Background: an optimization exercise with open tools, aiming at small area. Do not read the settings as production practice.
The RTL was checked by simulation tests, not by an equivalence proof against the original design.
Power and IR drop assume default switching activity.

## harbor
==> flow/design.v <==
module debounce(
    input  btnl,
    input  clk,
    input  stb,      
    input  ph2,      
    input  btn,
    output fire
    );
reg       btn0, btn1, key, rose;
reg [4:0] btn_cnt;
localparam [4:0] C29 = 5'd24, C30 = 5'd16;
assign fire = rose & ph2;
always @(posedge clk or posedge btnl)
begin
    if (btnl)
        begin
            btn0 <= 0;  btn1 <= 0;  btn_cnt <= 0;  key <= 0;  rose <= 0;
        end
    else if (stb)
        begin
            btn0 <= btn;  btn1 <= btn0;
            if (btn0 ^ btn1)
                btn_cnt <= 0;
            else if (btn_cnt != C30)
                btn_cnt <= {btn_cnt[3:0], ~(btn_cnt[4] ^ btn_cnt[2])};
            rose <= (btn_cnt == C29) & btn1 & ~key;
            if (btn_cnt == C29)
                key <= btn1;
        end
end
endmodule
module mch_codec
(
    input   btnl,  
    input   clk,   
    input   btnr,  
    input   btnd,  
    input   [15:0] sw,
    input   rxsd,
    output  reg txsd,
    output  [6:0] seg,
    output  dp,
    output  [3:0] an,
    output  reg [15:0] led
);
assign seg = 7'b1111111;
assign dp  = 1'b0;
reg [4:0] q25p;
reg [1:0] q4p;
localparam [4:0] L0 = 5'd0, L1 = 5'd1, L21 = 5'd22, L22 = 5'd13, L23 = 5'd26, L24 = 5'd20;
wire p99 = (q4p == 2'd3) & (q25p == L24);
wire stb = (q4p == 2'd3) & (q25p == L22);
always @(posedge clk or posedge btnl)
    if (btnl)
        begin q25p <= L21;  q4p <= 2'd3; end
    else if (q25p == L24)
        begin q25p <= L0;  q4p <= q4p + 2'd1; end
    else
        q25p <= {q25p[3:0], ~(q25p[4] ^ q25p[2])};
wire start, lsel_tg;
debounce u_debounce0 (.btnl(btnl), .clk(clk), .stb(stb), .ph2(p99), .btn(btnr), .fire(start));
debounce u_debounce1 (.btnl(btnl), .clk(clk), .stb(stb), .ph2(p99), .btn(btnd), .fire(lsel_tg));
reg lsel;
assign an = {lsel, ~lsel, ~lsel, lsel};
always @(posedge clk or posedge btnl)
    if (btnl)
        lsel <= 1'b0;
    else if (lsel_tg)
        lsel <= ~lsel;
reg [6:0] q80;       
always @(posedge clk or posedge btnl)
    if (btnl)
        q80 <= 127;
    else if (start)
        q80 <= 0;
    else if (p99)
        q80 <= (q80 < 80) ? q80 + 1'b1 : 7'd127;
reg [3:0] nib;
reg       sbit;
wire      lt   = (nib < 10);
wire [3:0] low = lt ? nib : nib + 4'd7;
wire      cap  = (q4p == 3) & (q25p == L23) & (q80[2:0] == 3'd2) &
                 (q80[6:3] >= 4'd3) & (q80[6:3] <= 4'd7);
always @(posedge clk)
    if (cap)
        begin
            sbit <= low[0];
            case (q80[5:3])
            3'd3: nib <= sw[15:12];
            3'd4: nib <= sw[11:8];
            3'd5: nib <= sw[7:4];
            3'd6: nib <= sw[3:0];
            default: ;
            endcase
        end
wire [2:0] j = {~q80[2], q80[1:0]};      
reg        cbit;
always @*
    case (j)
    3'd0: cbit = 1'b0;
    3'd1: cbit = ~lt;
    3'd2: cbit = lt;
    3'd3: cbit = lt;
    3'd4: cbit = low[3];
    3'd5: cbit = low[2];
    3'd6: cbit = low[1];
    default: cbit = sbit;
    endcase
reg bbit;
always @*
    if (q80 < 20)       bbit = ~q80[1];           
    else if (q80 < 28)  bbit = (j == 3'd5);       
    else if (q80 < 60)  bbit = cbit;              
    else                bbit = ~q80[1];           
wire sdo = bbit ^ ~q4p[1];
always @(posedge clk or posedge btnl)
    if (btnl)
        txsd <= 1;
    else if ((q25p == L1) & q4p[0])
        begin
            if (q80 < 12)       txsd <= q80[1];
            else if (q80 < 68)  txsd <= sdo;
            else if (q80 < 80)  txsd <= ~q80[1];
            else                txsd <= 1'b1;
        end
reg       rd0, rd1, rxing;
reg       chi;
reg [4:0] clo;
reg       pl0, pl1;
reg [7:0] acnt;
reg       fail;        
wire rR = pl0 & ~pl1;
wire rF = pl1 & ~pl0;
always @(posedge clk or posedge btnl)
    if (btnl)
        begin rd0 <= 1;  rd1 <= 1; end
    else
        begin rd0 <= rxsd;  rd1 <= rd0; end
always @(posedge clk or posedge btnl)
    if (btnl)
        begin rxing <= 0;  chi <= 1;  clo <= L0; end
    else if (~rxing & rd1 & ~rd0)
        begin rxing <= 1;  chi <= 0;  clo <= L0; end
    else if (rxing)
        begin
            if (rd0 ^ rd1)
                begin chi <= 0;  clo <= L0; end
            else if (clo != L24)
                clo <= {clo[3:0], ~(clo[4] ^ clo[2])};
            else
                begin chi <= ~chi;  clo <= L0; end
            if (acnt == 170)    rxing <= 0;
        end
    else
        begin chi <= 1;  clo <= L0; end
always @(posedge clk or posedge btnl)
    if (btnl)
        begin pl0 <= 1;  pl1 <= 1; end
    else
        begin pl0 <= chi;  pl1 <= pl0; end
always @(posedge clk or posedge btnl)
    if (btnl)
        acnt <= 0;
    else if (~rxing)
        acnt <= 0;
    else if (rR & (acnt < 170))
        acnt <= acnt + 1'b1;
always @(posedge clk or posedge btnl)
    if (btnl)
        fail <= 0;
    else if (~rxing)
        fail <= 0;
    else if (rR & (acnt < 24) & (rd0 != acnt[2]))
        fail <= 1;
reg [7:0] tpd;
reg       flag;
reg [3:0] d0, d1, d2, d3;
reg [3:0] v;
reg       x0, x1, cm;
reg [3:0] nb0, nb1, nb2, nb3;
wire       dig   = (tpd[7:4] == 4'h3) & (tpd[3:0] < 10);
wire       alp   = (tpd[7:4] == 4'h4) & (tpd[3:0] > 0) & (tpd[3:0] < 7);
wire       rvld  = dig | alp;
wire [3:0] rdec  = dig ? tpd[3:0] : tpd[3:0] + 4'd9;
always @(posedge clk)
    if (rR)
        begin
            if (~acnt[0])
                tpd <= {tpd[6:0], ~rd0};
            if (acnt == 8'd39)  flag <= (tpd != 8'hcc);
            if (acnt == 8'd71)  begin d0 <= rdec;  v[0] <= rvld; end
            if (acnt == 8'd87)  begin d1 <= rdec;  v[1] <= rvld; end
            if (acnt == 8'd103) begin d2 <= rdec;  v[2] <= rvld; end
            if (acnt == 8'd119) begin d3 <= rdec;  v[3] <= rvld; end
        end
always @(posedge clk or posedge btnl)
    if (btnl)
        begin x0 <= 1;  x1 <= 1;  cm <= 0; end
    else
        begin
            x0 <= pl1;  x1 <= x0;
            cm <= x1 & ~x0 & (acnt == 8'd142) & ~fail & ~flag;
        end
always @(posedge clk or posedge btnl)
    if (btnl)
        begin nb0 <= 0;  nb1 <= 0;  nb2 <= 0;  nb3 <= 0; end
    else if (cm)
        begin
            if (v[0]) nb0 <= d0;
            if (v[1]) nb1 <= d1;
            if (v[2]) nb2 <= d2;
            if (v[3]) nb3 <= d3;
        end
always @(posedge clk or posedge btnl)
    if (btnl)
        led <= 0;
    else if (lsel == 0)
        led <= sw;
    else
        led <= {nb0, nb1, nb2, nb3};
endmodule
Settings: LEC_CHECK=0, CAP_MARGIN=20, CORE_MARGIN=2, CORE_UTILIZATION=40, CTS_BUF_LIST=sky130_fd_sc_hd__clkbuf_8, SLEW_MARGIN=20; clock period 10.0 ns.
run.sh (not shown) runs the stock make flow with config.mk's settings and CLKGATE_MAP_FILE= SYNTH_SCRIPT=/design/flow/synth_recipe.tcl, a recipe that flattens the netlist after the stock synthesis.
harbor reached the end of the flow, and the finished layout is clean on the timing, design-rule and antenna checks.
diff inputs: harbor => pepper
==> flow/flow/run.sh (new file) <==
#!/bin/bash
# Standard ORFS layout with two changes: ports are buffered with the
# smallest buffer, and CTS inserts no dummy loads.
set -euo pipefail
export BUFFER_PORTS_ARGS="-buffer_cell sky130_fd_sc_hd__buf_1"
export CTS_ARGS="-sink_clustering_enable -repair_clock_nets -buf_list sky130_fd_sc_hd__clkbuf_4 -dont_use_dummy_load"
bash standard.sh > standard_flow.log 2>&1
==> flow/standard.sh (new file) <==
#!/bin/bash
# synth_recipe.tcl (not shown) runs the flow's synth.tcl, then flattens the netlist and writes it again
# the make line also repeats each setting of config.mk as NAME=value (left out here)
make -C /OpenROAD-flow-scripts/flow DESIGN_CONFIG=/design/flow/config.mk WORK_HOME=/design/flow/orfs CLKGATE_MAP_FILE= SYNTH_SCRIPT=/design/flow/synth_recipe.tcl "${@:-finish}"
removed: flow/run.sh
Results
Comparing harbor and pepper, the higher proportion of cell area occupied by registers was measured on pepper.
Final cell area: pepper below harbor
From pepper to harbor, synthesized-area fraction occupied by adder cells did not move at all.
Relative to harbor, wire length per cell has gone up in pepper.
Looking at period utilization, pepper sits 3.0 points below harbor.
Status: total via count in the routed design parity (harbor, pepper)
In pepper, the combinational power share came out 0.3 points above the value in harbor.
Summary: hold slack, pepper better than harbor
| clock period minus worst slack | pepper vs harbor | better |
The following lists how fjord was set up differently from pepper:
--- a/flow/flow/run.sh
+++ b/flow/flow/run.sh
@@ -5,3 +5,3 @@
 export BUFFER_PORTS_ARGS="-buffer_cell sky130_fd_sc_hd__buf_1"
-export CTS_ARGS="-sink_clustering_enable -repair_clock_nets -buf_list sky130_fd_sc_hd__clkbuf_4 -dont_use_dummy_load"
+export CTS_ARGS="-sink_clustering_enable -repair_clock_nets -buf_list sky130_fd_sc_hd__clkbuf_8 -dont_use_dummy_load"
 bash standard.sh > standard_flow.log 2>&1
Notes after the runs:
fjord did not stop at any stage, and its layout met the timing, design-rule and antenna checks.
Diff pepper -> fjord: power after layout increased by about 10% relative to the old numbers, clock transition at the registers of the reported paths decreased by 0.03 ns relative to the old numbers.
Post-detailed-routing wire length for fjord is lower than for pepper.
Via count of the first global-routing pass, fjord vs pepper: up slightly
There was hardly any difference in total negative slack between fjord and pepper.
The total via count in the routed design on pepper is in line with that on fjord.
When fjord is measured against pepper, its worst-skew pair later-pin latency turns out 0.09 ns lower.
Compared to pepper, fjord shows a wider setup margin.
Power share of the combinational group (higher): pepper

[re-timing with driven ports]
The results above use ideal ports. As a check the final layouts listed here were re-extracted and re-timed, cells and wires unchanged.
Step 1, drivers: a clkbuf_16 drives clk and a buf_2 each remaining input, both assumed.
Step 2 moves the port delays by t, midway between the first and last clock arrival at a register: inputs arrive t later, outputs are due t later. That takes back most of the time a late clock gives input paths.
a / b / c = ideal ports / drivers / drivers and shift; a / b = the first two.
run | t (ns) | slack for setup (ns) | worst register clock-pin slew, ns | worst data-port slew with drivers (ns)
harbor | 0.472 | 6.256 / 6.224 / 6.508 | 0.07 / 0.07 | 0.04
pepper | 0.520 | 6.553 / 6.523 / 6.831 | 0.12 / 0.12 | 0.04
fjord | 0.446 | 6.639 / 6.604 / 6.836 | 0.08 / 0.08 | 0.04
After both steps every run listed still meets setup and hold. The worst setup slack also covers recovery checks on asynchronous resets.
